This is an optimization exercise on Yosys and OpenROAD, whose aim is small area, a short achievable clock period and few clock cycles per item, not a production implementation.
RTL that was checked went through simulation tests only; none was proved equivalent to the original.
Only the layout flow was run in run 1; the RTL was not checked for function there.
No activity file was given, so power comes from the tool's default toggle rates.

==> flow/design.v, too long to show whole: its modules and the start of the top module <==
// module ma_blk1: 13 lines
// module mb_blk1: 6 lines
// module ma_blk4: 19 lines
// module mb_blk4: 13 lines
// module ma_low: 12 lines
// module ma_pre: 254 lines
// module mb_carry: 319 lines
// module simple_modular_adder: 166 lines
module simple_modular_adder(a,b,clk,rst,out,done);
  // ...
==> flow/flow/run.sh <==
#!/bin/bash
# Layout flow: the standard ORFS flow (standard.sh, run on a config that includes
# the standard flow's config.mk) with two changes:
#  - the port buffers are the smallest plain buffer, sky130_fd_sc_hd__buf_1, instead of
#    the delay cell buffer_ports picks by default;
#  - (adder cells are mapped as in the standard flow)
#  - slow cells with long PMOS stacks (3- and 4-input OR/NOR and some complex gates) are
#    added to the don't-use list.
# Registers are untouched: they come from the standard synthesis.
set -euo pipefail
here=$(pwd)
cat > own.mk <<EOM
include $here/config.mk
export BUFFER_PORTS_ARGS = -buffer_cell sky130_fd_sc_hd__buf_1
export DONT_USE_CELLS = sky130_fd_sc_hd__nor3_1 sky130_fd_sc_hd__nor3_2 sky130_fd_sc_hd__nor3_4 sky130_fd_sc_hd__nor3b_1 sky130_fd_sc_hd__nor3b_2 sky130_fd_sc_hd__nor3b_4 sky130_fd_sc_hd__nor4_1 sky130_fd_sc_hd__nor4_2 sky130_fd_sc_hd__nor4_4 sky130_fd_sc_hd__nor4b_1 sky130_fd_sc_hd__nor4b_2 sky130_fd_sc_hd__nor4b_4 sky130_fd_sc_hd__nor4bb_1 sky130_fd_sc_hd__nor4bb_2 sky130_fd_sc_hd__nor4bb_4 sky130_fd_sc_hd__or3_1 sky130_fd_sc_hd__or3_2 sky130_fd_sc_hd__or3_4 sky130_fd_sc_hd__or3b_1 sky130_fd_sc_hd__or3b_2 sky130_fd_sc_hd__or3b_4 sky130_fd_sc_hd__or4_1 sky130_fd_sc_hd__or4_2 sky130_fd_sc_hd__or4_4 sky130_fd_sc_hd__or4b_1 sky130_fd_sc_hd__or4b_2 sky130_fd_sc_hd__or4b_4 sky130_fd_sc_hd__or4bb_1 sky130_fd_sc_hd__or4bb_2 sky130_fd_sc_hd__or4bb_4  sky130_fd_sc_hd__a2111o_1 sky130_fd_sc_hd__a2111o_2 sky130_fd_sc_hd__a2111o_4 sky130_fd_sc_hd__a2111oi_0 sky130_fd_sc_hd__a2111oi_1 sky130_fd_sc_hd__a2111oi_2 sky130_fd_sc_hd__a2111oi_4 sky130_fd_sc_hd__a222oi_1 sky130_fd_sc_hd__a2bb2o_1 sky130_fd_sc_hd__a2bb2o_2 sky130_fd_sc_hd__a2bb2o_4 sky130_fd_sc_hd__a2bb2oi_1 sky130_fd_sc_hd__a2bb2oi_2 sky130_fd_sc_hd__a2bb2oi_4 sky130_fd_sc_hd__a311o_1 sky130_fd_sc_hd__a311o_2 sky130_fd_sc_hd__a311o_4 sky130_fd_sc_hd__a311oi_1 sky130_fd_sc_hd__a311oi_2 sky130_fd_sc_hd__a311oi_4 sky130_fd_sc_hd__a32o_1 sky130_fd_sc_hd__a32o_2 sky130_fd_sc_hd__a32o_4 sky130_fd_sc_hd__a32oi_1 sky130_fd_sc_hd__a32oi_2 sky130_fd_sc_hd__a32oi_4 sky130_fd_sc_hd__a41o_1 sky130_fd_sc_hd__a41o_2 sky130_fd_sc_hd__a41o_4 sky130_fd_sc_hd__a41oi_1 sky130_fd_sc_hd__a41oi_2 sky130_fd_sc_hd__a41oi_4 sky130_fd_sc_hd__o2111a_1 sky130_fd_sc_hd__o2111a_2 sky130_fd_sc_hd__o2111a_4 sky130_fd_sc_hd__o2111ai_1 sky130_fd_sc_hd__o2111ai_2 sky130_fd_sc_hd__o2111ai_4 sky130_fd_sc_hd__o2bb2a_1 sky130_fd_sc_hd__o2bb2a_2 sky130_fd_sc_hd__o2bb2a_4 sky130_fd_sc_hd__o2bb2ai_1 sky130_fd_sc_hd__o2bb2ai_2 sky130_fd_sc_hd__o2bb2ai_4 sky130_fd_sc_hd__o311a_1 sky130_fd_sc_hd__o311a_2 sky130_fd_sc_hd__o311a_4 sky130_fd_sc_hd__o311ai_0 sky130_fd_sc_hd__o311ai_1 sky130_fd_sc_hd__o311ai_2 sky130_fd_sc_hd__o311ai_4 sky130_fd_sc_hd__o32a_1 sky130_fd_sc_hd__o32a_2 sky130_fd_sc_hd__o32a_4 sky130_fd_sc_hd__o32ai_1 sky130_fd_sc_hd__o32ai_2 sky130_fd_sc_hd__o32ai_4 sky130_fd_sc_hd__o41a_1 sky130_fd_sc_hd__o41a_2 sky130_fd_sc_hd__o41a_4 sky130_fd_sc_hd__o41ai_1 sky130_fd_sc_hd__o41ai_2 sky130_fd_sc_hd__o41ai_4 
EOM
sed "s#DESIGN_CONFIG=[^ ]*#DESIGN_CONFIG=$here/own.mk#" standard.sh > own.sh
bash own.sh > standard.log 2>&1
==> flow/standard.sh <==
#!/bin/bash
# synth_recipe.tcl (not shown) runs the flow's synth.tcl, then flattens the netlist and writes it again
# the make line also repeats each setting of config.mk as NAME=value (left out here)
make -C /OpenROAD-flow-scripts/flow DESIGN_CONFIG=/design/flow/config.mk WORK_HOME=/design/flow/orfs CLKGATE_MAP_FILE= SYNTH_SCRIPT=/design/flow/synth_recipe.tcl "${@:-finish}"
==> flow/config.mk <==
export PLATFORM = sky130hd
export DESIGN_NAME = simple_modular_adder
export DESIGN_NICKNAME = simple_modular_adder
export VERILOG_FILES = /design/flow/design.v
export SDC_FILE = /design/flow/constraint.sdc
export NUM_CORES = 4
export LEC_CHECK = 0
export CAP_MARGIN = 20
export CORE_MARGIN = 2
export CORE_UTILIZATION = 40
export SETUP_SLACK_MARGIN = 2.0
export SLEW_MARGIN = 20
export SYNTH_HIERARCHICAL = 1
==> flow/constraint.sdc <==
create_clock -name core_clock -period 5.0 [get_ports {clk}]
set_input_delay 1.0000 -clock core_clock [delete_from_list [all_inputs] [get_ports {clk}]]
set_output_delay 1.0000 -clock core_clock [all_outputs]
set_load 0.01 [all_outputs]
==> results_dict.tcl, run 1 <==
set metrics [dict create \
    highest_layer "met4" \
    gr-total-overflow 0 \
    synth_fa_ha_area_share_pct 23.55 \
    m1WireLength_mm 28.21 \
    multi_input_area_share_pct 40.93 \
    largest_registers "res: 255 flops, hs_r: 249 flops" \
    coreArea_mm2 0.06458 \
    yosys-top-cells-count "647 x dfxtp_1, 194 x ha_1, 187 x fa_1" \
    power.internal_mw 10.45 \
    signal_buffers 771 \
    grt_max_degree 15 \
    grt_pass1_vias 18820 \
    finalCriticalPeriod_ps 2914 \
    clockRootBuffer "clkbuf_16" \
    power.group.top "registers" \
    synthXorXnorAreaFrac_pct 6.566 \
    setup_tns_ps 0 \
    synth-edff-count 0 \
    async_reset_ff_share_pct 0 \
    status "timing/DRC/antenna clean" \
    ant_nets 0 \
    yosysMostFrequentCell "dfxtp_1" \
    slew-limit-headroom_pct 51.21 \
    wl_per_cell_um 19.65 \
    critPathCapture "res[179]" \
    period_share_pct 58.27 \
    powerDensity_mw_per_mm2 443.3 \
    routed-wl-met3_mm 4.409 \
    yosys-top-cells-area "dfxtp_1 49%, fa_1 14%, ha_1 9.3%" \
]
==> module ma_pre, before the edit <==
module ma_pre(bg, bp, pg, pp);
  input [62:0] bg, bp;
  output [62:0] pg, pp;
  wire q0_1g = bg[1] | (bp[1] & bg[0]);
  wire q0_1t = bp[1] & bp[0];
  wire q0_3g = bg[3] | (bp[3] & bg[2]);
  wire q0_3t = bp[3] & bp[2];
  wire q0_5g = bg[5] | (bp[5] & bg[4]);
  wire q0_5t = bp[5] & bp[4];
  wire q0_7g = bg[7] | (bp[7] & bg[6]);
  wire q0_7t = bp[7] & bp[6];
  wire q0_9g = bg[9] | (bp[9] & bg[8]);
  wire q0_9t = bp[9] & bp[8];
  wire q0_11g = bg[11] | (bp[11] & bg[10]);
  wire q0_11t = bp[11] & bp[10];
  wire q0_13g = bg[13] | (bp[13] & bg[12]);
  wire q0_13t = bp[13] & bp[12];
  wire q0_15g = bg[15] | (bp[15] & bg[14]);
  wire q0_15t = bp[15] & bp[14];
  wire q0_17g = bg[17] | (bp[17] & bg[16]);
  wire q0_17t = bp[17] & bp[16];
  wire q0_19g = bg[19] | (bp[19] & bg[18]);
  wire q0_19t = bp[19] & bp[18];
  wire q0_21g = bg[21] | (bp[21] & bg[20]);
  wire q0_21t = bp[21] & bp[20];
  wire q0_23g = bg[23] | (bp[23] & bg[22]);
  wire q0_23t = bp[23] & bp[22];
  wire q0_25g = bg[25] | (bp[25] & bg[24]);
  wire q0_25t = bp[25] & bp[24];
  wire q0_27g = bg[27] | (bp[27] & bg[26]);
  wire q0_27t = bp[27] & bp[26];
  wire q0_29g = bg[29] | (bp[29] & bg[28]);
  wire q0_29t = bp[29] & bp[28];
  wire q0_31g = bg[31] | (bp[31] & bg[30]);
  wire q0_31t = bp[31] & bp[30];
  wire q0_33g = bg[33] | (bp[33] & bg[32]);
  wire q0_33t = bp[33] & bp[32];
  wire q0_35g = bg[35] | (bp[35] & bg[34]);
  wire q0_35t = bp[35] & bp[34];
  wire q0_37g = bg[37] | (bp[37] & bg[36]);
  wire q0_37t = bp[37] & bp[36];
  wire q0_39g = bg[39] | (bp[39] & bg[38]);
  wire q0_39t = bp[39] & bp[38];
  wire q0_41g = bg[41] | (bp[41] & bg[40]);
  wire q0_41t = bp[41] & bp[40];
  wire q0_43g = bg[43] | (bp[43] & bg[42]);
  wire q0_43t = bp[43] & bp[42];
  wire q0_45g = bg[45] | (bp[45] & bg[44]);
  wire q0_45t = bp[45] & bp[44];
  wire q0_47g = bg[47] | (bp[47] & bg[46]);
  wire q0_47t = bp[47] & bp[46];
  wire q0_49g = bg[49] | (bp[49] & bg[48]);
  wire q0_49t = bp[49] & bp[48];
  wire q0_51g = bg[51] | (bp[51] & bg[50]);
  wire q0_51t = bp[51] & bp[50];
  wire q0_53g = bg[53] | (bp[53] & bg[52]);
  wire q0_53t = bp[53] & bp[52];
  wire q0_55g = bg[55] | (bp[55] & bg[54]);
  wire q0_55t = bp[55] & bp[54];
  wire q0_57g = bg[57] | (bp[57] & bg[56]);
  wire q0_57t = bp[57] & bp[56];
  wire q0_59g = bg[59] | (bp[59] & bg[58]);
  wire q0_59t = bp[59] & bp[58];
  wire q0_61g = bg[61] | (bp[61] & bg[60]);
  wire q0_61t = bp[61] & bp[60];
  wire q1_2g = bg[2] | (bp[2] & q0_1g);
  wire q1_2t = bp[2] & q0_1t;
  wire q1_3g = q0_3g | (q0_3t & q0_1g);
  wire q1_3t = q0_3t & q0_1t;
  wire q1_6g = bg[6] | (bp[6] & q0_5g);
  wire q1_6t = bp[6] & q0_5t;
  wire q1_7g = q0_7g | (q0_7t & q0_5g);
  wire q1_7t = q0_7t & q0_5t;
  wire q1_10g = bg[10] | (bp[10] & q0_9g);
  wire q1_10t = bp[10] & q0_9t;
  wire q1_11g = q0_11g | (q0_11t & q0_9g);
  wire q1_11t = q0_11t & q0_9t;
  wire q1_14g = bg[14] | (bp[14] & q0_13g);
  wire q1_14t = bp[14] & q0_13t;
  wire q1_15g = q0_15g | (q0_15t & q0_13g);
  wire q1_15t = q0_15t & q0_13t;
  wire q1_18g = bg[18] | (bp[18] & q0_17g);
  wire q1_18t = bp[18] & q0_17t;
  wire q1_19g = q0_19g | (q0_19t & q0_17g);
  wire q1_19t = q0_19t & q0_17t;
  wire q1_22g = bg[22] | (bp[22] & q0_21g);
  wire q1_22t = bp[22] & q0_21t;
  wire q1_23g = q0_23g | (q0_23t & q0_21g);
  wire q1_23t = q0_23t & q0_21t;
  wire q1_26g = bg[26] | (bp[26] & q0_25g);
  wire q1_26t = bp[26] & q0_25t;
  wire q1_27g = q0_27g | (q0_27t & q0_25g);
  wire q1_27t = q0_27t & q0_25t;
  wire q1_30g = bg[30] | (bp[30] & q0_29g);
  wire q1_30t = bp[30] & q0_29t;
  wire q1_31g = q0_31g | (q0_31t & q0_29g);
  wire q1_31t = q0_31t & q0_29t;
  wire q1_34g = bg[34] | (bp[34] & q0_33g);
  wire q1_34t = bp[34] & q0_33t;
  wire q1_35g = q0_35g | (q0_35t & q0_33g);
  wire q1_35t = q0_35t & q0_33t;
  wire q1_38g = bg[38] | (bp[38] & q0_37g);
  wire q1_38t = bp[38] & q0_37t;
  wire q1_39g = q0_39g | (q0_39t & q0_37g);
  wire q1_39t = q0_39t & q0_37t;
  wire q1_42g = bg[42] | (bp[42] & q0_41g);
  wire q1_42t = bp[42] & q0_41t;
  wire q1_43g = q0_43g | (q0_43t & q0_41g);
  wire q1_43t = q0_43t & q0_41t;
  wire q1_46g = bg[46] | (bp[46] & q0_45g);
  wire q1_46t = bp[46] & q0_45t;
  wire q1_47g = q0_47g | (q0_47t & q0_45g);
  wire q1_47t = q0_47t & q0_45t;
  wire q1_50g = bg[50] | (bp[50] & q0_49g);
  wire q1_50t = bp[50] & q0_49t;
  wire q1_51g = q0_51g | (q0_51t & q0_49g);
  wire q1_51t = q0_51t & q0_49t;
  wire q1_54g = bg[54] | (bp[54] & q0_53g);
  wire q1_54t = bp[54] & q0_53t;
  wire q1_55g = q0_55g | (q0_55t & q0_53g);
  wire q1_55t = q0_55t & q0_53t;
  wire q1_58g = bg[58] | (bp[58] & q0_57g);
  wire q1_58t = bp[58] & q0_57t;
  wire q1_59g = q0_59g | (q0_59t & q0_57g);
  wire q1_59t = q0_59t & q0_57t;
  wire q1_62g = bg[62] | (bp[62] & q0_61g);
  wire q1_62t = bp[62] & q0_61t;
  assign pg[0] = bg[0];
  assign pp[0] = bp[0];
  assign pg[1] = q0_1g;
  assign pp[1] = q0_1t;
  assign pg[2] = q1_2g;
  assign pp[2] = q1_2t;
  assign pg[3] = q1_3g;
  assign pp[3] = q1_3t;
  assign pg[4] = bg[4];
  assign pp[4] = bp[4];
  assign pg[5] = q0_5g;
  assign pp[5] = q0_5t;
  assign pg[6] = q1_6g;
  assign pp[6] = q1_6t;
  assign pg[7] = q1_7g;
  assign pp[7] = q1_7t;
  assign pg[8] = bg[8];
  assign pp[8] = bp[8];
  assign pg[9] = q0_9g;
  assign pp[9] = q0_9t;
  assign pg[10] = q1_10g;
  assign pp[10] = q1_10t;
  assign pg[11] = q1_11g;
  assign pp[11] = q1_11t;
  assign pg[12] = bg[12];
  assign pp[12] = bp[12];
  assign pg[13] = q0_13g;
  assign pp[13] = q0_13t;
  assign pg[14] = q1_14g;
  assign pp[14] = q1_14t;
  assign pg[15] = q1_15g;
  assign pp[15] = q1_15t;
  assign pg[16] = bg[16];
  assign pp[16] = bp[16];
  assign pg[17] = q0_17g;
  assign pp[17] = q0_17t;
  assign pg[18] = q1_18g;
  assign pp[18] = q1_18t;
  assign pg[19] = q1_19g;
  assign pp[19] = q1_19t;
  assign pg[20] = bg[20];
  assign pp[20] = bp[20];
  assign pg[21] = q0_21g;
  assign pp[21] = q0_21t;
  assign pg[22] = q1_22g;
  assign pp[22] = q1_22t;
  assign pg[23] = q1_23g;
  assign pp[23] = q1_23t;
  assign pg[24] = bg[24];
  assign pp[24] = bp[24];
  assign pg[25] = q0_25g;
  assign pp[25] = q0_25t;
  assign pg[26] = q1_26g;
  assign pp[26] = q1_26t;
  assign pg[27] = q1_27g;
  assign pp[27] = q1_27t;
  assign pg[28] = bg[28];
  assign pp[28] = bp[28];
  assign pg[29] = q0_29g;
  assign pp[29] = q0_29t;
  assign pg[30] = q1_30g;
  assign pp[30] = q1_30t;
  assign pg[31] = q1_31g;
  assign pp[31] = q1_31t;
  assign pg[32] = bg[32];
  assign pp[32] = bp[32];
  assign pg[33] = q0_33g;
  assign pp[33] = q0_33t;
  assign pg[34] = q1_34g;
  assign pp[34] = q1_34t;
  assign pg[35] = q1_35g;
  assign pp[35] = q1_35t;
  assign pg[36] = bg[36];
  assign pp[36] = bp[36];
  assign pg[37] = q0_37g;
  assign pp[37] = q0_37t;
  assign pg[38] = q1_38g;
  assign pp[38] = q1_38t;
  assign pg[39] = q1_39g;
  assign pp[39] = q1_39t;
  assign pg[40] = bg[40];
  assign pp[40] = bp[40];
  assign pg[41] = q0_41g;
  assign pp[41] = q0_41t;
  assign pg[42] = q1_42g;
  assign pp[42] = q1_42t;
  assign pg[43] = q1_43g;
  assign pp[43] = q1_43t;
  assign pg[44] = bg[44];
  assign pp[44] = bp[44];
  assign pg[45] = q0_45g;
  assign pp[45] = q0_45t;
  assign pg[46] = q1_46g;
  assign pp[46] = q1_46t;
  assign pg[47] = q1_47g;
  assign pp[47] = q1_47t;
  assign pg[48] = bg[48];
  assign pp[48] = bp[48];
  assign pg[49] = q0_49g;
  assign pp[49] = q0_49t;
  assign pg[50] = q1_50g;
  assign pp[50] = q1_50t;
  assign pg[51] = q1_51g;
  assign pp[51] = q1_51t;
  assign pg[52] = bg[52];
  assign pp[52] = bp[52];
  assign pg[53] = q0_53g;
  assign pp[53] = q0_53t;
  assign pg[54] = q1_54g;
  assign pp[54] = q1_54t;
  assign pg[55] = q1_55g;
  assign pp[55] = q1_55t;
  assign pg[56] = bg[56];
  assign pp[56] = bp[56];
  assign pg[57] = q0_57g;
  assign pp[57] = q0_57t;
  assign pg[58] = q1_58g;
  assign pp[58] = q1_58t;
  assign pg[59] = q1_59g;
  assign pp[59] = q1_59t;
  assign pg[60] = bg[60];
  assign pp[60] = bp[60];
  assign pg[61] = q0_61g;
  assign pp[61] = q0_61t;
  assign pg[62] = q1_62g;
  assign pp[62] = q1_62t;
endmodule
==> run 2, diff against run 1 <==
--- a/flow/design.v
+++ b/flow/design.v
@@ -121,342 +121,342 @@
   wire q0_55g = bg[55] | (bp[55] & bg[54]);
   wire q0_55t = bp[55] & bp[54];
   wire q0_57g = bg[57] | (bp[57] & bg[56]);
   wire q0_57t = bp[57] & bp[56];
   wire q0_59g = bg[59] | (bp[59] & bg[58]);
   wire q0_59t = bp[59] & bp[58];
   wire q0_61g = bg[61] | (bp[61] & bg[60]);
   wire q0_61t = bp[61] & bp[60];
-  wire q1_2g = bg[2] | (bp[2] & q0_1g);
-  wire q1_2t = bp[2] & q0_1t;
-  wire q1_3g = q0_3g | (q0_3t & q0_1g);
-  wire q1_3t = q0_3t & q0_1t;
-  wire q1_6g = bg[6] | (bp[6] & q0_5g);
-  wire q1_6t = bp[6] & q0_5t;
-  wire q1_7g = q0_7g | (q0_7t & q0_5g);
-  wire q1_7t = q0_7t & q0_5t;
-  wire q1_10g = bg[10] | (bp[10] & q0_9g);
-  wire q1_10t = bp[10] & q0_9t;
-  wire q1_11g = q0_11g | (q0_11t & q0_9g);
-  wire q1_11t = q0_11t & q0_9t;
-  wire q1_14g = bg[14] | (bp[14] & q0_13g);
-  wire q1_14t = bp[14] & q0_13t;
-  wire q1_15g = q0_15g | (q0_15t & q0_13g);
-  wire q1_15t = q0_15t & q0_13t;
-  wire q1_18g = bg[18] | (bp[18] & q0_17g);
-  wire q1_18t = bp[18] & q0_17t;
-  wire q1_19g = q0_19g | (q0_19t & q0_17g);
-  wire q1_19t = q0_19t & q0_17t;
-  wire q1_22g = bg[22] | (bp[22] & q0_21g);
-  wire q1_22t = bp[22] & q0_21t;
-  wire q1_23g = q0_23g | (q0_23t & q0_21g);
-  wire q1_23t = q0_23t & q0_21t;
-  wire q1_26g = bg[26] | (bp[26] & q0_25g);
-  wire q1_26t = bp[26] & q0_25t;
-  wire q1_27g = q0_27g | (q0_27t & q0_25g);
-  wire q1_27t = q0_27t & q0_25t;
-  wire q1_30g = bg[30] | (bp[30] & q0_29g);
-  wire q1_30t = bp[30] & q0_29t;
-  wire q1_31g = q0_31g | (q0_31t & q0_29g);
-  wire q1_31t = q0_31t & q0_29t;
-  wire q1_34g = bg[34] | (bp[34] & q0_33g);
-  wire q1_34t = bp[34] & q0_33t;
-  wire q1_35g = q0_35g | (q0_35t & q0_33g);
-  wire q1_35t = q0_35t & q0_33t;
-  wire q1_38g = bg[38] | (bp[38] & q0_37g);
-  wire q1_38t = bp[38] & q0_37t;
-  wire q1_39g = q0_39g | (q0_39t & q0_37g);
-  wire q1_39t = q0_39t & q0_37t;
-  wire q1_42g = bg[42] | (bp[42] & q0_41g);
-  wire q1_42t = bp[42] & q0_41t;
-  wire q1_43g = q0_43g | (q0_43t & q0_41g);
-  wire q1_43t = q0_43t & q0_41t;
-  wire q1_46g = bg[46] | (bp[46] & q0_45g);
-  wire q1_46t = bp[46] & q0_45t;
-  wire q1_47g = q0_47g | (q0_47t & q0_45g);
-  wire q1_47t = q0_47t & q0_45t;
-  wire q1_50g = bg[50] | (bp[50] & q0_49g);
-  wire q1_50t = bp[50] & q0_49t;
-  wire q1_51g = q0_51g | (q0_51t & q0_49g);
-  wire q1_51t = q0_51t & q0_49t;
-  wire q1_54g = bg[54] | (bp[54] & q0_53g);
-  wire q1_54t = bp[54] & q0_53t;
-  wire q1_55g = q0_55g | (q0_55t & q0_53g);
-  wire q1_55t = q0_55t & q0_53t;
-  wire q1_58g = bg[58] | (bp[58] & q0_57g);
-  wire q1_58t = bp[58] & q0_57t;
-  wire q1_59g = q0_59g | (q0_59t & q0_57g);
-  wire q1_59t = q0_59t & q0_57t;
-  wire q1_62g = bg[62] | (bp[62] & q0_61g);
-  wire q1_62t = bp[62] & q0_61t;
   assign pg[0] = bg[0];
   assign pp[0] = bp[0];
   assign pg[1] = q0_1g;
   assign pp[1] = q0_1t;
-  assign pg[2] = q1_2g;
-  assign pp[2] = q1_2t;
-  assign pg[3] = q1_3g;
-  assign pp[3] = q1_3t;
+  assign pg[2] = bg[2];
+  assign pp[2] = bp[2];
+  assign pg[3] = q0_3g;
+  assign pp[3] = q0_3t;
   assign pg[4] = bg[4];
   assign pp[4] = bp[4];
   assign pg[5] = q0_5g;
   assign pp[5] = q0_5t;
-  assign pg[6] = q1_6g;
-  assign pp[6] = q1_6t;
-  assign pg[7] = q1_7g;
-  assign pp[7] = q1_7t;
+  assign pg[6] = bg[6];
+  assign pp[6] = bp[6];
+  assign pg[7] = q0_7g;
+  assign pp[7] = q0_7t;
   assign pg[8] = bg[8];
   assign pp[8] = bp[8];
   assign pg[9] = q0_9g;
   assign pp[9] = q0_9t;
-  assign pg[10] = q1_10g;
-  assign pp[10] = q1_10t;
-  assign pg[11] = q1_11g;
-  assign pp[11] = q1_11t;
+  assign pg[10] = bg[10];
+  assign pp[10] = bp[10];
+  assign pg[11] = q0_11g;
+  assign pp[11] = q0_11t;
   assign pg[12] = bg[12];
   assign pp[12] = bp[12];
   assign pg[13] = q0_13g;
   assign pp[13] = q0_13t;
-  assign pg[14] = q1_14g;
-  assign pp[14] = q1_14t;
-  assign pg[15] = q1_15g;
-  assign pp[15] = q1_15t;
+  assign pg[14] = bg[14];
+  assign pp[14] = bp[14];
+  assign pg[15] = q0_15g;
+  assign pp[15] = q0_15t;
   assign pg[16] = bg[16];
   assign pp[16] = bp[16];
   assign pg[17] = q0_17g;
   assign pp[17] = q0_17t;
-  assign pg[18] = q1_18g;
-  assign pp[18] = q1_18t;
-  assign pg[19] = q1_19g;
-  assign pp[19] = q1_19t;
+  assign pg[18] = bg[18];
+  assign pp[18] = bp[18];
+  assign pg[19] = q0_19g;
+  assign pp[19] = q0_19t;
   assign pg[20] = bg[20];
   assign pp[20] = bp[20];
   assign pg[21] = q0_21g;
   assign pp[21] = q0_21t;
-  assign pg[22] = q1_22g;
-  assign pp[22] = q1_22t;
-  assign pg[23] = q1_23g;
-  assign pp[23] = q1_23t;
+  assign pg[22] = bg[22];
+  assign pp[22] = bp[22];
+  assign pg[23] = q0_23g;
+  assign pp[23] = q0_23t;
   assign pg[24] = bg[24];
   assign pp[24] = bp[24];
   assign pg[25] = q0_25g;
   assign pp[25] = q0_25t;
-  assign pg[26] = q1_26g;
-  assign pp[26] = q1_26t;
-  assign pg[27] = q1_27g;
-  assign pp[27] = q1_27t;
+  assign pg[26] = bg[26];
+  assign pp[26] = bp[26];
+  assign pg[27] = q0_27g;
+  assign pp[27] = q0_27t;
   assign pg[28] = bg[28];
   assign pp[28] = bp[28];
   assign pg[29] = q0_29g;
   assign pp[29] = q0_29t;
-  assign pg[30] = q1_30g;
-  assign pp[30] = q1_30t;
-  assign pg[31] = q1_31g;
-  assign pp[31] = q1_31t;
+  assign pg[30] = bg[30];
+  assign pp[30] = bp[30];
+  assign pg[31] = q0_31g;
+  assign pp[31] = q0_31t;
   assign pg[32] = bg[32];
   assign pp[32] = bp[32];
   assign pg[33] = q0_33g;
   assign pp[33] = q0_33t;
-  assign pg[34] = q1_34g;
-  assign pp[34] = q1_34t;
-  assign pg[35] = q1_35g;
-  assign pp[35] = q1_35t;
+  assign pg[34] = bg[34];
+  assign pp[34] = bp[34];
+  assign pg[35] = q0_35g;
+  assign pp[35] = q0_35t;
   assign pg[36] = bg[36];
   assign pp[36] = bp[36];
   assign pg[37] = q0_37g;
   assign pp[37] = q0_37t;
-  assign pg[38] = q1_38g;
-  assign pp[38] = q1_38t;
-  assign pg[39] = q1_39g;
-  assign pp[39] = q1_39t;
+  assign pg[38] = bg[38];
+  assign pp[38] = bp[38];
+  assign pg[39] = q0_39g;
+  assign pp[39] = q0_39t;
   assign pg[40] = bg[40];
   assign pp[40] = bp[40];
   assign pg[41] = q0_41g;
   assign pp[41] = q0_41t;
-  assign pg[42] = q1_42g;
-  assign pp[42] = q1_42t;
-  assign pg[43] = q1_43g;
-  assign pp[43] = q1_43t;
+  assign pg[42] = bg[42];
+  assign pp[42] = bp[42];
+  assign pg[43] = q0_43g;
+  assign pp[43] = q0_43t;
   assign pg[44] = bg[44];
   assign pp[44] = bp[44];
   assign pg[45] = q0_45g;
   assign pp[45] = q0_45t;
-  assign pg[46] = q1_46g;
-  assign pp[46] = q1_46t;
-  assign pg[47] = q1_47g;
-  assign pp[47] = q1_47t;
+  assign pg[46] = bg[46];
+  assign pp[46] = bp[46];
+  assign pg[47] = q0_47g;
+  assign pp[47] = q0_47t;
   assign pg[48] = bg[48];
   assign pp[48] = bp[48];
   assign pg[49] = q0_49g;
   assign pp[49] = q0_49t;
-  assign pg[50] = q1_50g;
-  assign pp[50] = q1_50t;
-  assign pg[51] = q1_51g;
-  assign pp[51] = q1_51t;
+  assign pg[50] = bg[50];
+  assign pp[50] = bp[50];
+  assign pg[51] = q0_51g;
+  assign pp[51] = q0_51t;
   assign pg[52] = bg[52];
   assign pp[52] = bp[52];
   assign pg[53] = q0_53g;
   assign pp[53] = q0_53t;
-  assign pg[54] = q1_54g;
-  assign pp[54] = q1_54t;
-  assign pg[55] = q1_55g;
-  assign pp[55] = q1_55t;
+  assign pg[54] = bg[54];
+  assign pp[54] = bp[54];
+  assign pg[55] = q0_55g;
+  assign pp[55] = q0_55t;
   assign pg[56] = bg[56];
   assign pp[56] = bp[56];
   assign pg[57] = q0_57g;
   assign pp[57] = q0_57t;
-  assign pg[58] = q1_58g;
-  assign pp[58] = q1_58t;
-  assign pg[59] = q1_59g;
-  assign pp[59] = q1_59t;
+  assign pg[58] = bg[58];
+  assign pp[58] = bp[58];
+  assign pg[59] = q0_59g;
+  assign pp[59] = q0_59t;
   assign pg[60] = bg[60];
   assign pp[60] = bp[60];
   assign pg[61] = q0_61g;
   assign pp[61] = q0_61t;
-  assign pg[62] = q1_62g;
-  assign pp[62] = q1_62t;
+  assign pg[62] = bg[62];
+  assign pp[62] = bp[62];
 endmodule
 module mb_carry(bg, bp, c0, c1, y, sel, cb);
   input [62:0] bg, bp;
   input c0, c1, y;
   output sel;
   output [62:0] cb;
-  wire r2_4g = bg[4] | (bp[4] & bg[3]);
-  wire r2_4t = bp[4] & bp[3];
-  wire r2_5g = bg[5] | (bp[5] & bg[3]);
-  wire r2_5t = bp[5] & bp[3];
-  wire r2_6g = bg[6] | (bp[6] & bg[3]);
-  wire r2_6t = bp[6] & bp[3];
-  wire r2_7g = bg[7] | (bp[7] & bg[3]);
-  wire r2_7t = bp[7] & bp[3];
-  wire r2_12g = bg[12] | (bp[12] & bg[11]);
-  wire r2_12t = bp[12] & bp[11];
-  wire r2_13g = bg[13] | (bp[13] & bg[11]);
-  wire r2_13t = bp[13] & bp[11];
-  wire r2_14g = bg[14] | (bp[14] & bg[11]);
-  wire r2_14t = bp[14] & bp[11];
-  wire r2_15g = bg[15] | (bp[15] & bg[11]);
-  wire r2_15t = bp[15] & bp[11];
-  wire r2_20g = bg[20] | (bp[20] & bg[19]);
-  wire r2_20t = bp[20] & bp[19];
-  wire r2_21g = bg[21] | (bp[21] & bg[19]);
-  wire r2_21t = bp[21] & bp[19];
-  wire r2_22g = bg[22] | (bp[22] & bg[19]);
-  wire r2_22t = bp[22] & bp[19];
-  wire r2_23g = bg[23] | (bp[23] & bg[19]);
-  wire r2_23t = bp[23] & bp[19];
-  wire r2_28g = bg[28] | (bp[28] & bg[27]);
-  wire r2_28t = bp[28] & bp[27];
-  wire r2_29g = bg[29] | (bp[29] & bg[27]);
-  wire r2_29t = bp[29] & bp[27];
-  wire r2_30g = bg[30] | (bp[30] & bg[27]);
-  wire r2_30t = bp[30] & bp[27];
-  wire r2_31g = bg[31] | (bp[31] & bg[27]);
-  wire r2_31t = bp[31] & bp[27];
-  wire r2_36g = bg[36] | (bp[36] & bg[35]);
-  wire r2_36t = bp[36] & bp[35];
-  wire r2_37g = bg[37] | (bp[37] & bg[35]);
-  wire r2_37t = bp[37] & bp[35];
-  wire r2_38g = bg[38] | (bp[38] & bg[35]);
-  wire r2_38t = bp[38] & bp[35];
-  wire r2_39g = bg[39] | (bp[39] & bg[35]);
-  wire r2_39t = bp[39] & bp[35];
-  wire r2_44g = bg[44] | (bp[44] & bg[43]);
-  wire r2_44t = bp[44] & bp[43];
-  wire r2_45g = bg[45] | (bp[45] & bg[43]);
-  wire r2_45t = bp[45] & bp[43];
-  wire r2_46g = bg[46] | (bp[46] & bg[43]);
-  wire r2_46t = bp[46] & bp[43];
-  wire r2_47g = bg[47] | (bp[47] & bg[43]);
-  wire r2_47t = bp[47] & bp[43];
-  wire r2_52g = bg[52] | (bp[52] & bg[51]);
-  wire r2_52t = bp[52] & bp[51];
-  wire r2_53g = bg[53] | (bp[53] & bg[51]);
-  wire r2_53t = bp[53] & bp[51];
-  wire r2_54g = bg[54] | (bp[54] & bg[51]);
-  wire r2_54t = bp[54] & bp[51];
-  wire r2_55g = bg[55] | (bp[55] & bg[51]);
-  wire r2_55t = bp[55] & bp[51];
-  wire r2_60g = bg[60] | (bp[60] & bg[59]);
-  wire r2_60t = bp[60] & bp[59];
-  wire r2_61g = bg[61] | (bp[61] & bg[59]);
-  wire r2_61t = bp[61] & bp[59];
-  wire r2_62g = bg[62] | (bp[62] & bg[59]);
-  wire r2_62t = bp[62] & bp[59];
+  wire r1_2g = bg[2] | (bp[2] & bg[1]);
+  wire r1_2t = bp[2] & bp[1];
+  wire r1_3g = bg[3] | (bp[3] & bg[1]);
+  wire r1_3t = bp[3] & bp[1];
+  wire r1_6g = bg[6] | (bp[6] & bg[5]);
+  wire r1_6t = bp[6] & bp[5];
+  wire r1_7g = bg[7] | (bp[7] & bg[5]);
+  wire r1_7t = bp[7] & bp[5];
+  wire r1_10g = bg[10] | (bp[10] & bg[9]);
+  wire r1_10t = bp[10] & bp[9];
+  wire r1_11g = bg[11] | (bp[11] & bg[9]);
+  wire r1_11t = bp[11] & bp[9];
+  wire r1_14g = bg[14] | (bp[14] & bg[13]);
+  wire r1_14t = bp[14] & bp[13];
+  wire r1_15g = bg[15] | (bp[15] & bg[13]);
+  wire r1_15t = bp[15] & bp[13];
+  wire r1_18g = bg[18] | (bp[18] & bg[17]);
+  wire r1_18t = bp[18] & bp[17];
+  wire r1_19g = bg[19] | (bp[19] & bg[17]);
+  wire r1_19t = bp[19] & bp[17];
+  wire r1_22g = bg[22] | (bp[22] & bg[21]);
+  wire r1_22t = bp[22] & bp[21];
+  wire r1_23g = bg[23] | (bp[23] & bg[21]);
+  wire r1_23t = bp[23] & bp[21];
+  wire r1_26g = bg[26] | (bp[26] & bg[25]);
+  wire r1_26t = bp[26] & bp[25];
+  wire r1_27g = bg[27] | (bp[27] & bg[25]);
+  wire r1_27t = bp[27] & bp[25];
+  wire r1_30g = bg[30] | (bp[30] & bg[29]);
+  wire r1_30t = bp[30] & bp[29];
+  wire r1_31g = bg[31] | (bp[31] & bg[29]);
+  wire r1_31t = bp[31] & bp[29];
+  wire r1_34g = bg[34] | (bp[34] & bg[33]);
+  wire r1_34t = bp[34] & bp[33];
+  wire r1_35g = bg[35] | (bp[35] & bg[33]);
+  wire r1_35t = bp[35] & bp[33];
+  wire r1_38g = bg[38] | (bp[38] & bg[37]);
+  wire r1_38t = bp[38] & bp[37];
+  wire r1_39g = bg[39] | (bp[39] & bg[37]);
+  wire r1_39t = bp[39] & bp[37];
+  wire r1_42g = bg[42] | (bp[42] & bg[41]);
+  wire r1_42t = bp[42] & bp[41];
+  wire r1_43g = bg[43] | (bp[43] & bg[41]);
+  wire r1_43t = bp[43] & bp[41];
+  wire r1_46g = bg[46] | (bp[46] & bg[45]);
+  wire r1_46t = bp[46] & bp[45];
+  wire r1_47g = bg[47] | (bp[47] & bg[45]);
+  wire r1_47t = bp[47] & bp[45];
+  wire r1_50g = bg[50] | (bp[50] & bg[49]);
+  wire r1_50t = bp[50] & bp[49];
+  wire r1_51g = bg[51] | (bp[51] & bg[49]);
+  wire r1_51t = bp[51] & bp[49];
+  wire r1_54g = bg[54] | (bp[54] & bg[53]);
+  wire r1_54t = bp[54] & bp[53];
+  wire r1_55g = bg[55] | (bp[55] & bg[53]);
+  wire r1_55t = bp[55] & bp[53];
+  wire r1_58g = bg[58] | (bp[58] & bg[57]);
+  wire r1_58t = bp[58] & bp[57];
+  wire r1_59g = bg[59] | (bp[59] & bg[57]);
+  wire r1_59t = bp[59] & bp[57];
+  wire r1_62g = bg[62] | (bp[62] & bg[61]);
+  wire r1_62t = bp[62] & bp[61];
+  wire r2_4g = bg[4] | (bp[4] & r1_3g);
+  wire r2_4t = bp[4] & r1_3t;
+  wire r2_5g = bg[5] | (bp[5] & r1_3g);
+  wire r2_5t = bp[5] & r1_3t;
+  wire r2_6g = r1_6g | (r1_6t & r1_3g);
+  wire r2_6t = r1_6t & r1_3t;
+  wire r2_7g = r1_7g | (r1_7t & r1_3g);
+  wire r2_7t = r1_7t & r1_3t;
+  wire r2_12g = bg[12] | (bp[12] & r1_11g);
+  wire r2_12t = bp[12] & r1_11t;
+  wire r2_13g = bg[13] | (bp[13] & r1_11g);
+  wire r2_13t = bp[13] & r1_11t;
+  wire r2_14g = r1_14g | (r1_14t & r1_11g);
+  wire r2_14t = r1_14t & r1_11t;
+  wire r2_15g = r1_15g | (r1_15t & r1_11g);
+  wire r2_15t = r1_15t & r1_11t;
+  wire r2_20g = bg[20] | (bp[20] & r1_19g);
+  wire r2_20t = bp[20] & r1_19t;
+  wire r2_21g = bg[21] | (bp[21] & r1_19g);
+  wire r2_21t = bp[21] & r1_19t;
+  wire r2_22g = r1_22g | (r1_22t & r1_19g);
+  wire r2_22t = r1_22t & r1_19t;
+  wire r2_23g = r1_23g | (r1_23t & r1_19g);
+  wire r2_23t = r1_23t & r1_19t;
+  wire r2_28g = bg[28] | (bp[28] & r1_27g);
+  wire r2_28t = bp[28] & r1_27t;
+  wire r2_29g = bg[29] | (bp[29] & r1_27g);
+  wire r2_29t = bp[29] & r1_27t;
+  wire r2_30g = r1_30g | (r1_30t & r1_27g);
+  wire r2_30t = r1_30t & r1_27t;
+  wire r2_31g = r1_31g | (r1_31t & r1_27g);
+  wire r2_31t = r1_31t & r1_27t;
+  wire r2_36g = bg[36] | (bp[36] & r1_35g);
+  wire r2_36t = bp[36] & r1_35t;
+  wire r2_37g = bg[37] | (bp[37] & r1_35g);
+  wire r2_37t = bp[37] & r1_35t;
+  wire r2_38g = r1_38g | (r1_38t & r1_35g);
+  wire r2_38t = r1_38t & r1_35t;
+  wire r2_39g = r1_39g | (r1_39t & r1_35g);
+  wire r2_39t = r1_39t & r1_35t;
+  wire r2_44g = bg[44] | (bp[44] & r1_43g);
+  wire r2_44t = bp[44] & r1_43t;
+  wire r2_45g = bg[45] | (bp[45] & r1_43g);
+  wire r2_45t = bp[45] & r1_43t;
+  wire r2_46g = r1_46g | (r1_46t & r1_43g);
+  wire r2_46t = r1_46t & r1_43t;
+  wire r2_47g = r1_47g | (r1_47t & r1_43g);
+  wire r2_47t = r1_47t & r1_43t;
+  wire r2_52g = bg[52] | (bp[52] & r1_51g);
+  wire r2_52t = bp[52] & r1_51t;
+  wire r2_53g = bg[53] | (bp[53] & r1_51g);
+  wire r2_53t = bp[53] & r1_51t;
+  wire r2_54g = r1_54g | (r1_54t & r1_51g);
+  wire r2_54t = r1_54t & r1_51t;
+  wire r2_55g = r1_55g | (r1_55t & r1_51g);
+  wire r2_55t = r1_55t & r1_51t;
+  wire r2_60g = bg[60] | (bp[60] & r1_59g);
+  wire r2_60t = bp[60] & r1_59t;
+  wire r2_61g = bg[61] | (bp[61] & r1_59g);
+  wire r2_61t = bp[61] & r1_59t;
+  wire r2_62g = r1_62g | (r1_62t & r1_59g);
+  wire r2_62t = r1_62t & r1_59t;
   wire r3_8g = bg[8] | (bp[8] & r2_7g);
   wire r3_8t = bp[8] & r2_7t;
   wire r3_9g = bg[9] | (bp[9] & r2_7g);
   wire r3_9t = bp[9] & r2_7t;
-  wire r3_10g = bg[10] | (bp[10] & r2_7g);
-  wire r3_10t = bp[10] & r2_7t;
-  wire r3_11g = bg[11] | (bp[11] & r2_7g);
-  wire r3_11t = bp[11] & r2_7t;
+  wire r3_10g = r1_10g | (r1_10t & r2_7g);
+  wire r3_10t = r1_10t & r2_7t;
+  wire r3_11g = r1_11g | (r1_11t & r2_7g);
+  wire r3_11t = r1_11t & r2_7t;
   wire r3_12g = r2_12g | (r2_12t & r2_7g);
   wire r3_12t = r2_12t & r2_7t;
   wire r3_13g = r2_13g | (r2_13t & r2_7g);
   wire r3_13t = r2_13t & r2_7t;
   wire r3_14g = r2_14g | (r2_14t & r2_7g);
   wire r3_14t = r2_14t & r2_7t;
   wire r3_15g = r2_15g | (r2_15t & r2_7g);
   wire r3_15t = r2_15t & r2_7t;
   wire r3_24g = bg[24] | (bp[24] & r2_23g);
   wire r3_24t = bp[24] & r2_23t;
   wire r3_25g = bg[25] | (bp[25] & r2_23g);
   wire r3_25t = bp[25] & r2_23t;
-  wire r3_26g = bg[26] | (bp[26] & r2_23g);
-  wire r3_26t = bp[26] & r2_23t;
-  wire r3_27g = bg[27] | (bp[27] & r2_23g);
-  wire r3_27t = bp[27] & r2_23t;
+  wire r3_26g = r1_26g | (r1_26t & r2_23g);
+  wire r3_26t = r1_26t & r2_23t;
+  wire r3_27g = r1_27g | (r1_27t & r2_23g);
+  wire r3_27t = r1_27t & r2_23t;
   wire r3_28g = r2_28g | (r2_28t & r2_23g);
   wire r3_28t = r2_28t & r2_23t;
   wire r3_29g = r2_29g | (r2_29t & r2_23g);
   wire r3_29t = r2_29t & r2_23t;
   wire r3_30g = r2_30g | (r2_30t & r2_23g);
   wire r3_30t = r2_30t & r2_23t;
   wire r3_31g = r2_31g | (r2_31t & r2_23g);
   wire r3_31t = r2_31t & r2_23t;
   wire r3_40g = bg[40] | (bp[40] & r2_39g);
   wire r3_40t = bp[40] & r2_39t;
   wire r3_41g = bg[41] | (bp[41] & r2_39g);
   wire r3_41t = bp[41] & r2_39t;
-  wire r3_42g = bg[42] | (bp[42] & r2_39g);
-  wire r3_42t = bp[42] & r2_39t;
-  wire r3_43g = bg[43] | (bp[43] & r2_39g);
-  wire r3_43t = bp[43] & r2_39t;
+  wire r3_42g = r1_42g | (r1_42t & r2_39g);
+  wire r3_42t = r1_42t & r2_39t;
+  wire r3_43g = r1_43g | (r1_43t & r2_39g);
+  wire r3_43t = r1_43t & r2_39t;
   wire r3_44g = r2_44g | (r2_44t & r2_39g);
   wire r3_44t = r2_44t & r2_39t;
   wire r3_45g = r2_45g | (r2_45t & r2_39g);
   wire r3_45t = r2_45t & r2_39t;
   wire r3_46g = r2_46g | (r2_46t & r2_39g);
   wire r3_46t = r2_46t & r2_39t;
   wire r3_47g = r2_47g | (r2_47t & r2_39g);
   wire r3_47t = r2_47t & r2_39t;
   wire r3_56g = bg[56] | (bp[56] & r2_55g);
   wire r3_56t = bp[56] & r2_55t;
   wire r3_57g = bg[57] | (bp[57] & r2_55g);
   wire r3_57t = bp[57] & r2_55t;
-  wire r3_58g = bg[58] | (bp[58] & r2_55g);
-  wire r3_58t = bp[58] & r2_55t;
-  wire r3_59g = bg[59] | (bp[59] & r2_55g);
-  wire r3_59t = bp[59] & r2_55t;
+  wire r3_58g = r1_58g | (r1_58t & r2_55g);
+  wire r3_58t = r1_58t & r2_55t;
+  wire r3_59g = r1_59g | (r1_59t & r2_55g);
+  wire r3_59t = r1_59t & r2_55t;
   wire r3_60g = r2_60g | (r2_60t & r2_55g);
   wire r3_60t = r2_60t & r2_55t;
   wire r3_61g = r2_61g | (r2_61t & r2_55g);
   wire r3_61t = r2_61t & r2_55t;
   wire r3_62g = r2_62g | (r2_62t & r2_55g);
   wire r3_62t = r2_62t & r2_55t;
   wire r4_16g = bg[16] | (bp[16] & r3_15g);
   wire r4_16t = bp[16] & r3_15t;
   wire r4_17g = bg[17] | (bp[17] & r3_15g);
   wire r4_17t = bp[17] & r3_15t;
-  wire r4_18g = bg[18] | (bp[18] & r3_15g);
-  wire r4_18t = bp[18] & r3_15t;
-  wire r4_19g = bg[19] | (bp[19] & r3_15g);
-  wire r4_19t = bp[19] & r3_15t;
+  wire r4_18g = r1_18g | (r1_18t & r3_15g);
+  wire r4_18t = r1_18t & r3_15t;
+  wire r4_19g = r1_19g | (r1_19t & r3_15g);
+  wire r4_19t = r1_19t & r3_15t;
   wire r4_20g = r2_20g | (r2_20t & r3_15g);
   wire r4_20t = r2_20t & r3_15t;
   wire r4_21g = r2_21g | (r2_21t & r3_15g);
   wire r4_21t = r2_21t & r3_15t;
   wire r4_22g = r2_22g | (r2_22t & r3_15g);
   wire r4_22t = r2_22t & r3_15t;
   wire r4_23g = r2_23g | (r2_23t & r3_15g);
   wire r4_23t = r2_23t & r3_15t;
@@ -475,20 +475,20 @@
   wire r4_30g = r3_30g | (r3_30t & r3_15g);
   wire r4_30t = r3_30t & r3_15t;
   wire r4_31g = r3_31g | (r3_31t & r3_15g);
   wire r4_31t = r3_31t & r3_15t;
   wire r4_48g = bg[48] | (bp[48] & r3_47g);
   wire r4_48t = bp[48] & r3_47t;
   wire r4_49g = bg[49] | (bp[49] & r3_47g);
   wire r4_49t = bp[49] & r3_47t;
-  wire r4_50g = bg[50] | (bp[50] & r3_47g);
-  wire r4_50t = bp[50] & r3_47t;
-  wire r4_51g = bg[51] | (bp[51] & r3_47g);
-  wire r4_51t = bp[51] & r3_47t;
+  wire r4_50g = r1_50g | (r1_50t & r3_47g);
+  wire r4_50t = r1_50t & r3_47t;
+  wire r4_51g = r1_51g | (r1_51t & r3_47g);
+  wire r4_51t = r1_51t & r3_47t;
   wire r4_52g = r2_52g | (r2_52t & r3_47g);
   wire r4_52t = r2_52t & r3_47t;
   wire r4_53g = r2_53g | (r2_53t & r3_47g);
   wire r4_53t = r2_53t & r3_47t;
   wire r4_54g = r2_54g | (r2_54t & r3_47g);
   wire r4_54t = r2_54t & r3_47t;
   wire r4_55g = r2_55g | (r2_55t & r3_47g);
   wire r4_55t = r2_55t & r3_47t;
@@ -505,20 +505,20 @@
   wire r4_61g = r3_61g | (r3_61t & r3_47g);
   wire r4_61t = r3_61t & r3_47t;
   wire r4_62g = r3_62g | (r3_62t & r3_47g);
   wire r4_62t = r3_62t & r3_47t;
   wire r5_32g = bg[32] | (bp[32] & r4_31g);
   wire r5_32t = bp[32] & r4_31t;
   wire r5_33g = bg[33] | (bp[33] & r4_31g);
   wire r5_33t = bp[33] & r4_31t;
-  wire r5_34g = bg[34] | (bp[34] & r4_31g);
-  wire r5_34t = bp[34] & r4_31t;
-  wire r5_35g = bg[35] | (bp[35] & r4_31g);
-  wire r5_35t = bp[35] & r4_31t;
+  wire r5_34g = r1_34g | (r1_34t & r4_31g);
+  wire r5_34t = r1_34t & r4_31t;
+  wire r5_35g = r1_35g | (r1_35t & r4_31g);
+  wire r5_35t = r1_35t & r4_31t;
   wire r5_36g = r2_36g | (r2_36t & r4_31g);
   wire r5_36t = r2_36t & r4_31t;
   wire r5_37g = r2_37g | (r2_37t & r4_31g);
   wire r5_37t = r2_37t & r4_31t;
   wire r5_38g = r2_38g | (r2_38t & r4_31g);
   wire r5_38t = r2_38t & r4_31t;
   wire r5_39g = r2_39g | (r2_39t & r4_31g);
   wire r5_39t = r2_39t & r4_31t;
@@ -568,18 +568,18 @@
   wire r5_61t = r4_61t & r4_31t;
   wire r5_62g = r4_62g | (r4_62t & r4_31g);
   wire r5_62t = r4_62t & r4_31t;
   assign sel = y | r5_62g | (r5_62t & c1);
   wire cin = c0 | (sel & c1);
   assign cb[0] = cin;
   assign cb[1] = bg[0] | (bp[0] & cin);
   assign cb[2] = bg[1] | (bp[1] & cin);
-  assign cb[3] = bg[2] | (bp[2] & cin);
-  assign cb[4] = bg[3] | (bp[3] & cin);
+  assign cb[3] = r1_2g | (r1_2t & cin);
+  assign cb[4] = r1_3g | (r1_3t & cin);
   assign cb[5] = r2_4g | (r2_4t & cin);
   assign cb[6] = r2_5g | (r2_5t & cin);
   assign cb[7] = r2_6g | (r2_6t & cin);
   assign cb[8] = r2_7g | (r2_7t & cin);
   assign cb[9] = r3_8g | (r3_8t & cin);
   assign cb[10] = r3_9g | (r3_9t & cin);
   assign cb[11] = r3_10g | (r3_10t & cin);
   assign cb[12] = r3_11g | (r3_11t & cin);
==> flow/config.mk (replaced) <==
export PLATFORM = sky130hd
export DESIGN_NAME = simple_modular_adder
export DESIGN_NICKNAME = simple_modular_adder
export VERILOG_FILES = /design/flow/design.v
export SDC_FILE = /design/flow/constraint.sdc
export NUM_CORES = 4
export LEC_CHECK = 0
export CAP_MARGIN = 20
export CORE_MARGIN = 2
export CORE_UTILIZATION = 65
export SETUP_SLACK_MARGIN = 2.0
export SLEW_MARGIN = 20
export SYNTH_HIERARCHICAL = 1
==> run 2 against run 1 <==
  * Synthesized cell count down 3.7%
  * The run now fails in I/O pin placement (3_2_place_iop)
  * Area after synthesis down 1.3%
==> results_dict.tcl, run 2 <==
set metrics [dict create \
    status "aborted with a tool error" \
    haltStage "I/O pin placement (3_2_place_iop)" \
    firstError "[ERROR PPL-0024] Number of IO pins (771) exceeds maximum number of available positions (730). Increase the die perimeter from 813.74um to 1048.56um." \
    synth_top_area_share_pct 50.10 \
    synth-main-ff-cell "dfxtp_1" \
    synth-edff-count 0 \
    ys_seq_area_share_pct 50.10 \
    synth_nets 2854 \
    ys_seq_elements 647 \
    yosys-top-cells-area "dfxtp_1 50%, fa_1 14%, ha_1 9.4%" \
    yosys-top-cells-count "647 x dfxtp_1, 194 x ha_1, 187 x fa_1" \
    syn_avg_cell_area_um2 13.20 \
    yosysMostFrequentCell "dfxtp_1" \
    async_reset_ff_share_pct 0 \
    netlist_area_mm2 0.02585 \
    fp.dieW_um 203.4 \
    initial_core_util_pct 65.52 \
    std_cell_rows 73 \
    yosysWarningCount 7 \
    yosysUniqueCellTypes 56 \
    yosysTopAreaCell "dfxtp_1" \
    synthCells 1959 \
    die_height_um 203.4 \
]
## run 2: cell types whose count changed after synthesis, sizes merged, moves of 5 or more
| cell | before | now |
|---|---|---|
| a21oi | 52 | 30 |
| nand2 | 25 | 19 |
| and3 | 18 | 6 |
| a31oi | 10 | 2 |
| inv | 12 | 7 |
| a21o | 61 | 75 |
| nor2 | 53 | 13 |
| nand3 | 64 | 69 |
## run 2: kinds of logic after synthesis
logic type      share of synthesized area (%)
mux                                    0.3485
compound gates                          4.699
buf+inv                                 3.964
other cells                           0.01450
fa+ha+maj                               23.87
simple gates                            10.35
flops                                   50.10
xor+xnor                                6.654
## run 2: per-module statistics from Yosys, one instance, submodules excluded
| module | cells inside | cell area, um2 | flops+latches | times used |
|---|---|---|---|---|
| ma_low | 47 | 404.1 | 0 | 1 |
| ma_pre | 188 | 1374 | 0 | 1 |
| simple_modular_adder | 659 | 13090 | 647 | 1 |
| mb_blk1 | 1 | 8.758 | 0 | 1 |
| mb_blk4 | 6 | 50.05 | 0 | 62 |
| mb_carry | 191 | 1231 | 0 | 1 |
| ma_blk1 | 5 | 52.55 | 0 | 1 |
| ma_blk4 | 8 | 106.4 | 0 | 62 |
Testbench counts of run 2, summed over its fixed seeds: cycles 1,024, items 512.
==> run 3, diff against run 2 <==
--- a/flow/config.mk
+++ b/flow/config.mk
@@ -7,7 +7,8 @@
 export LEC_CHECK = 0
 export CAP_MARGIN = 20
 export CORE_MARGIN = 2
-export CORE_UTILIZATION = 65
+export CORE_UTILIZATION = 40
+export CTS_BUF_LIST = sky130_fd_sc_hd__clkbuf_4 sky130_fd_sc_hd__clkbuf_8
 export SETUP_SLACK_MARGIN = 2.0
 export SLEW_MARGIN = 20
 export SYNTH_HIERARCHICAL = 1
==> run 3 against run 2 <==
  * The run now finishes clean
  * Area after synthesis is the same
  * Synthesized cell count is the same
==> results_dict.tcl, run 3 <==
set metrics [dict create \
    finalWirelength_mm 73.78 \
    tightest_slew_ps 664.1 \
    period_share_pct 57.57 \
    drive_gt1_share_pct 14.64 \
    grtUsageTotal_pct 21.75 \
    endpoint_kind "flop" \
    portBuffers 767 \
    cp_cell_sequence "and4_1, and2_1, a221oi_4, nand2_2, a211oi_4, buf_12, inv_2, a221o_1, a31o_1, ha_1, xor2_1" \
    finalCriticalPeriod_ps 2879 \
    remaining_drc_errors 0 \
    whs_ps 394.1 \
    cpMaxStageDelayCell "a221o_1" \
    placedInstanceArea_mm2 0.02923 \
    yosysUniqueCellTypes 56 \
    status "timing/DRC/antenna clean" \
    slew-limit-headroom_pct 55.58 \
    cts_max_level 3 \
    synth_top_family_by_area "adder cells" \
    routed-wl-met3_mm 5.038 \
    cts_sinks 647 \
    cp-start-kind "flop" \
    cp.required_ps 5570 \
    min_from "hs_r[69]" \
    dieArea_mm2 0.06668 \
    clockRootBuffer "clkbuf_8" \
    path_max_fanout 8 \
    grt_pass1_vias 18730 \
    yosys-top-cells-area "dfxtp_1 50%, fa_1 14%, ha_1 9.4%" \
    std_cell_rows 93 \
    coreArea_mm2 0.06423 \
    yosys.area_share.simple_pct 10.35 \
    ff2ff_path_depth 11 \
    yosys-top-cells-count "647 x dfxtp_1, 194 x ha_1, 187 x fa_1" \
    insertion_delay_ps 680 \
    postLayoutCellArea_mm2 0.03174 \
    synth_top_area_share_pct 50.10 \
    numCtsBuffers 106 \
    via_count 17120 \
    multi_input_area_mm2 0.01242 \
    dp_hpwl_mm 62.82 \
    critPathKind "reg2reg" \
    synthToLayoutAreaGrowth_pct 22.78 \
    netlist_area_mm2 0.02585 \
    finalPower_mw 14.14 \
    r2r_start "bp_r[9]" \
    cts_hold_buf 0 \
    initial_core_util_pct 40.25 \
    grt_pass1_wl_mm 108.3 \
    fmaxAchievable_ghz 0.3474 \
    largest_registers "res: 255 flops, hs_r: 249 flops" \
    cp-startpoint "bp_r[9]" \
    cap_violations 0 \
    die_height_um 258.2 \
    final_cell_mix "767 x buf_1, 647 x dfxtp_1, 192 x ha_1" \
    wl_per_cell_um 20.20 \
    yosysTopAreaCell "dfxtp_1" \
    vdd.ir_drop.worst_mv 0.2359 \
    ys_seq_area_share_pct 50.10 \
    synth_fa_ha_area_share_pct 23.87 \
    cp_num_cells 11 \
    synthMuxAreaShare_pct 0.3484 \
    vias_per_cell 4.687 \
    path_clk_slew_ps 60 \
    grt_max_degree 15 \
    arrival_ps 3450 \
    p_leak_nw 13.08 \
    largest_register_ffs 255 \
    yosysWarningCount 7 \
    slowest_delay_ps 370 \
    synth-edff-count 0 \
    ys_seq_elements 647 \
    synth_compound_area_share_pct 4.699 \
    place_congestion 0.9995 \
    highest_layer "met4" \
    antenna_found_initial 16 \
    synthCells 1959 \
    drtIter0Drc 538 \
    critPathTopFamily "compound AO/OA/AOI/OAI gates" \
    cts_max_path_buffers 3 \
    gr-total-overflow 0 \
    fin_nets 3602 \
    slew_violations 0 \
    finalClockSkew_ps 45.08 \
    cts_tree "done" \
    rsz0062_at_grt "true" \
    setup_viol 0 \
    path_buf_inv 2 \
    async_reset_ff_share_pct 0 \
    synth_nets 2854 \
    drtPass1Iterations 5 \
    layout_commonest_cell "buf_1" \
    hold_viol_final 0 \
    fp.dieW_um 258.2 \
    regArea_mm2 0.01295 \
    powerDensity_mw_per_mm2 445.3 \
    top_register "res" \
    synth-main-ff-cell "dfxtp_1" \
    hold_path.class "reg2reg" \
    synthXorXnorAreaFrac_pct 6.654 \
    m1WireLength_mm 29.14 \
    yosysMostFrequentCell "dfxtp_1" \
    setup_tns_ps 0 \
    io_pins 771 \
    route.met2.wl_mm 36.44 \
    holdPathStages 1 \
    ant_nets 0 \
    fillers 5907 \
    syn_avg_cell_area_um2 13.20 \
]
[run 3: cell counts after synthesis]
No cell type changed its count.
[run 3: final cells by class]
class	instances	share of cell area [%]
clock buffers	160	6.366
diodes	16	0.1261
well taps	855	3.370
flip-flops and latches	647	40.80
repair buffers	773	9.251
multi-input cells	1172	39.13
clock inverters	22	0.8672
inverters	7	0.08278
[run 3: cells by family (layout without fill, tap and decap cells)]
group,after synthesis,count (layout)
AO/OA/AOI/OAI,167,167
XOR/XNOR,194,194
adder cells (fa/ha/maj),381,381
buffers and inverters,140,962
flip-flops,647,647
multiplexers,6,6
other,1,17
AND/OR/NAND/NOR,423,423
[run 3: modules after synthesis, one instance, submodules excluded]
module | cell area, um2 | cells inside
simple_modular_adder | 13090 | 659
ma_pre | 1374 | 188
mb_carry | 1231 | 191
ma_low | 404.1 | 47
ma_blk4 | 106.4 | 8
ma_blk1 | 52.55 | 5
mb_blk4 | 50.05 | 6
mb_blk1 | 8.758 | 1
[run 3: where the power goes]
part / switching (mW) / internal [mW]
clock network: 2.04 / 2.83
logic: 1.50 / 1.08
registers: 0.498 / 6.19
total: 4.04 / 10.1
[run 3: final timing paths]
path	end	slack, ps
worst max-delay path	res[251]	2120
worst min-delay path	res[69]	390
worst max register to register	res[251]	2120
worst min register to register	res[69]	390
[run 3: through the flow]
| stage | setup slack [ps] | cells | utilization (%) |
|---|---|---|---|
| 6_report | 2121 | 3652 | 49.42 |
| 5_1_grt | 1978 | 3646 | 49.40 |
| 4_1_cts | 1921 | 3634 | 49.19 |
| 3_5_place_dp | 1443 | 3449 | 45.50 |
| 3_3_place_gp | 1441 | 3449 | 45.50 |
| 2_1_floorplan | 2001 | 1959 | - |
[run 3: layer usage]
| metal | global-route usage [%] | vias to the layer above |
|---|---|---|
| li1 | - | 8113 |
| met1 | 24.73 | 8252 |
| met2 | 37.85 | 595 |
| met3 | 5.849 | 156 |
| met4 | 10.55 | 0 |
| met5 | 0 | - |
[run 3: repair_timing]
action,CTS,global route
endpoints found under the hold margin,0,0
pin swaps,3,4
resized for setup,14,23
endpoints found under the setup margin,202,111
buffers inserted,3,2
==> run 4, diff against run 3 <==
--- a/flow/config.mk
+++ b/flow/config.mk
@@ -8,7 +8,5 @@
 export CAP_MARGIN = 20
 export CORE_MARGIN = 2
 export CORE_UTILIZATION = 40
-export CTS_BUF_LIST = sky130_fd_sc_hd__clkbuf_4 sky130_fd_sc_hd__clkbuf_8
-export SETUP_SLACK_MARGIN = 2.0
 export SLEW_MARGIN = 20
 export SYNTH_HIERARCHICAL = 1
==> run 4 against run 3 <==
  * Still clean
  * Register-to-register slack lost 510 ps
  * Non-clock buffer count shrank 5
  * Combinational power is 3% lower
  * Total power increased by 1.9%
  * Largest cell class unchanged
  * Largest power group unchanged
==> results_dict.tcl, run 4 <==
set metrics [dict create \
    yosysMostFrequentCell "dfxtp_1" \
    std_cell_rows 93 \
    yosysUniqueCellTypes 56 \
    critPathKind "reg2reg" \
    grtUsageTotal_pct 21.63 \
    finalCriticalPeriod_ps 3392 \
    hold_viol_final 0 \
    dp_hpwl_mm 63.16 \
    arrival_ps 3870 \
    cts_max_level 3 \
    numCtsBuffers 69 \
    remaining_drc_errors 0 \
    largest_registers "res: 255 flops, hs_r: 249 flops" \
    tightest_slew_ps 876.0 \
    synth_nets 2854 \
    fin_nets 3560 \
    insertion_delay_ps 590 \
    m1WireLength_mm 28.15 \
    antenna_found_initial 7 \
    cts_hold_buf 0 \
    endpoint_kind "flop" \
    drive_gt1_share_pct 5.774 \
    final_cell_mix "767 x buf_1, 647 x dfxtp_1, 194 x ha_1" \
    vdd.ir_drop.worst_mv 0.2408 \
    coreArea_mm2 0.06423 \
    path_clk_slew_ps 60 \
    period_share_pct 67.84 \
    finalPower_mw 14.40 \
    yosys-top-cells-area "dfxtp_1 50%, fa_1 14%, ha_1 9.4%" \
    initial_core_util_pct 40.25 \
    ant_nets 0 \
    p_leak_nw 13.16 \
    slew_violations 0 \
    fmaxAchievable_ghz 0.2948 \
    setup_slack_ps 1608 \
    status "timing/DRC/antenna clean" \
    fillers 5942 \
    finalClockSkew_ps 21.23 \
    vias_per_cell 4.666 \
    synth_top_area_share_pct 50.10 \
    rsz0062_at_grt "false" \
    ys_seq_area_share_pct 50.10 \
    drtIter0Drc 466 \
    gr-total-overflow 0 \
    route.met2.wl_mm 38.49 \
    drtPass1Iterations 4 \
    setup_viol 0 \
    dieArea_mm2 0.06668 \
    post_cts_resize_count 0 \
    netlist_area_mm2 0.02585 \
    yosys-top-cells-count "647 x dfxtp_1, 194 x ha_1, 187 x fa_1" \
    wl_per_cell_um 20.45 \
    grt_pass1_wl_mm 107.2 \
    highest_layer "met5" \
    post_cts_buffers 0 \
    cp.required_ps 5470 \
    largest_register_ffs 255 \
    pre_cts_ws_ps 1425 \
    synth-edff-count 0 \
    grt_max_degree 15 \
    place_congestion 0.9913 \
    fp.dieW_um 258.2 \
    portBuffers 767 \
    syn_avg_cell_area_um2 13.20 \
    cap_violations 0 \
    routed-wl-met3_mm 4.732 \
    layout_commonest_cell "buf_1" \
    slew-limit-headroom_pct 40.98 \
    grt_pass1_vias 17830 \
    ys_seq_elements 647 \
    top_register "res" \
    cts_max_path_buffers 3 \
    synthCells 1959 \
    cts_sinks 647 \
    cts_tree "done" \
    hold_path.class "reg2reg" \
    die_height_um 258.2 \
    yosysWarningCount 7 \
    via_count 16700 \
    async_reset_ff_share_pct 0 \
    io_pins 771 \
    cp-start-kind "flop" \
    finalWirelength_mm 73.18 \
    clockRootBuffer "clkbuf_16" \
    path_max_fanout 8 \
    synthToLayoutAreaGrowth_pct 20.77 \
    whs_ps 424.9 \
    yosysTopAreaCell "dfxtp_1" \
    powerDensity_mw_per_mm2 461.3 \
    synth-main-ff-cell "dfxtp_1" \
    setup_tns_ps 0 \
]
-- run 4: worst paths after layout --
path	from	endpoint	slack, ps	cells past startpoint
max	bg_r[1]	res[251]	1610	10
min reg2reg	hs_r[93]	res[93]	420	1
min	hs_r[93]	res[93]	420	1
max reg2reg	bg_r[1]	res[251]	1610	10
-- run 4: critical path, stage by stage, from the launching register on --
cell	delay [ps]
dfxtp_1	360
a21oi_1	160
o21ai_0	280
a221oi_2	440
nand2_1	210
a211oi_4	550
inv_2	240
a221o_1	420
a31o_1	260
ha_1	200
xor2_1	150
-- run 4: logic make-up after synthesis --
family                     synth area share [%]
AOI/OAI and AO/OA                         4.699
xor gates and xnor gates                  6.654
adders and majority gates                 23.87
buffers and inverters                     3.964
DFF                                       50.10
muxes                                    0.3485
other                                   0.01450
and+or+nand+nor                           10.35
-- run 4: final cells by class --
| class | instances | area (um2) | share of cell area, % |
|---|---|---|---|
| Antenna cell | 5 | 12.51 | 0.04007 |
| Clock buffer | 98 | 2090 | 6.692 |
| Clock inverter | 27 | 309.0 | 0.9898 |
| Inverter | 7 | 26.28 | 0.08415 |
| Multi-Input combinational cell | 1172 | 11880 | 38.04 |
| Sequential cell | 647 | 12950 | 41.48 |
| Tap cell | 855 | 1070 | 3.426 |
| Timing Repair Buffer | 768 | 2887 | 9.245 |
-- run 4: report_power, final --
| group | internal [mW] | switching [mW] |
|---|---|---|
| Sequential | 6.18 | 0.470 |
| Combinational | 1.02 | 1.49 |
| Clock | 3.19 | 2.06 |
| Total | 10.4 | 4.02 |
-- run 4: routing by layer --
layer  track usage [%]  vias to the layer above
met4             6.037                        6
met2             40.17                      509
met5                 0                        -
met3             5.839                       97
li1                  -                     8012
met1             24.19                     8077
-- run 4: metrics by stage --
step / area [um2] / std cells / utilization [%]
finish: 31220 / 3579 / 48.61
global route: 31220 / 3578 / 48.61
CTS: 31210 / 3574 / 48.59
detailed placement: 28810 / 3449 / 44.86
global placement: 28810 / 3449 / 44.86
floorplan: 25850 / 1959 / -
-- run 4: modules after synthesis, one instance, submodules excluded --
module                cell area (um2)  times used
ma_blk1                         52.55           1
ma_blk4                         106.4          62
ma_low                          404.1           1
ma_pre                           1374           1
mb_carry                         1231           1
mb_blk4                         50.05          62
simple_modular_adder            13090           1
mb_blk1                         8.758           1

what the ideal ports hide:
How much do the figures lean on ideal ports? The routed layouts below were timed once more, with nothing changed but the port constraints.
Step 1, drivers: a clkbuf_16 drives clk and a buf_2 each remaining input, both assumed.
Step 2 times the ports against the registers' clock, not the clock port: input delays grow and output delays shrink by t, the midpoint of the rising clock arrivals with the driver on.
Three values: ideal ports, drivers, drivers and shift; two values: the first two.
run | t (ns) | setup WS [ns] | slew at the worst register clock pin (ns)
run 1 | 0.644 | 2.086 / 2.086 / 1.583 | 0.06 / 0.06
run 3 | 0.720 | 2.121 / 2.121 / 1.611 | 0.07 / 0.07
run 4 | 0.641 | 1.608 / 1.608 / 1.608 | 0.06 / 0.06
After both steps every run listed still meets setup and hold. For run 3, which loses most, drivers alone change the setup slack by 0.000 ns; drivers and shift together by -0.510 ns.
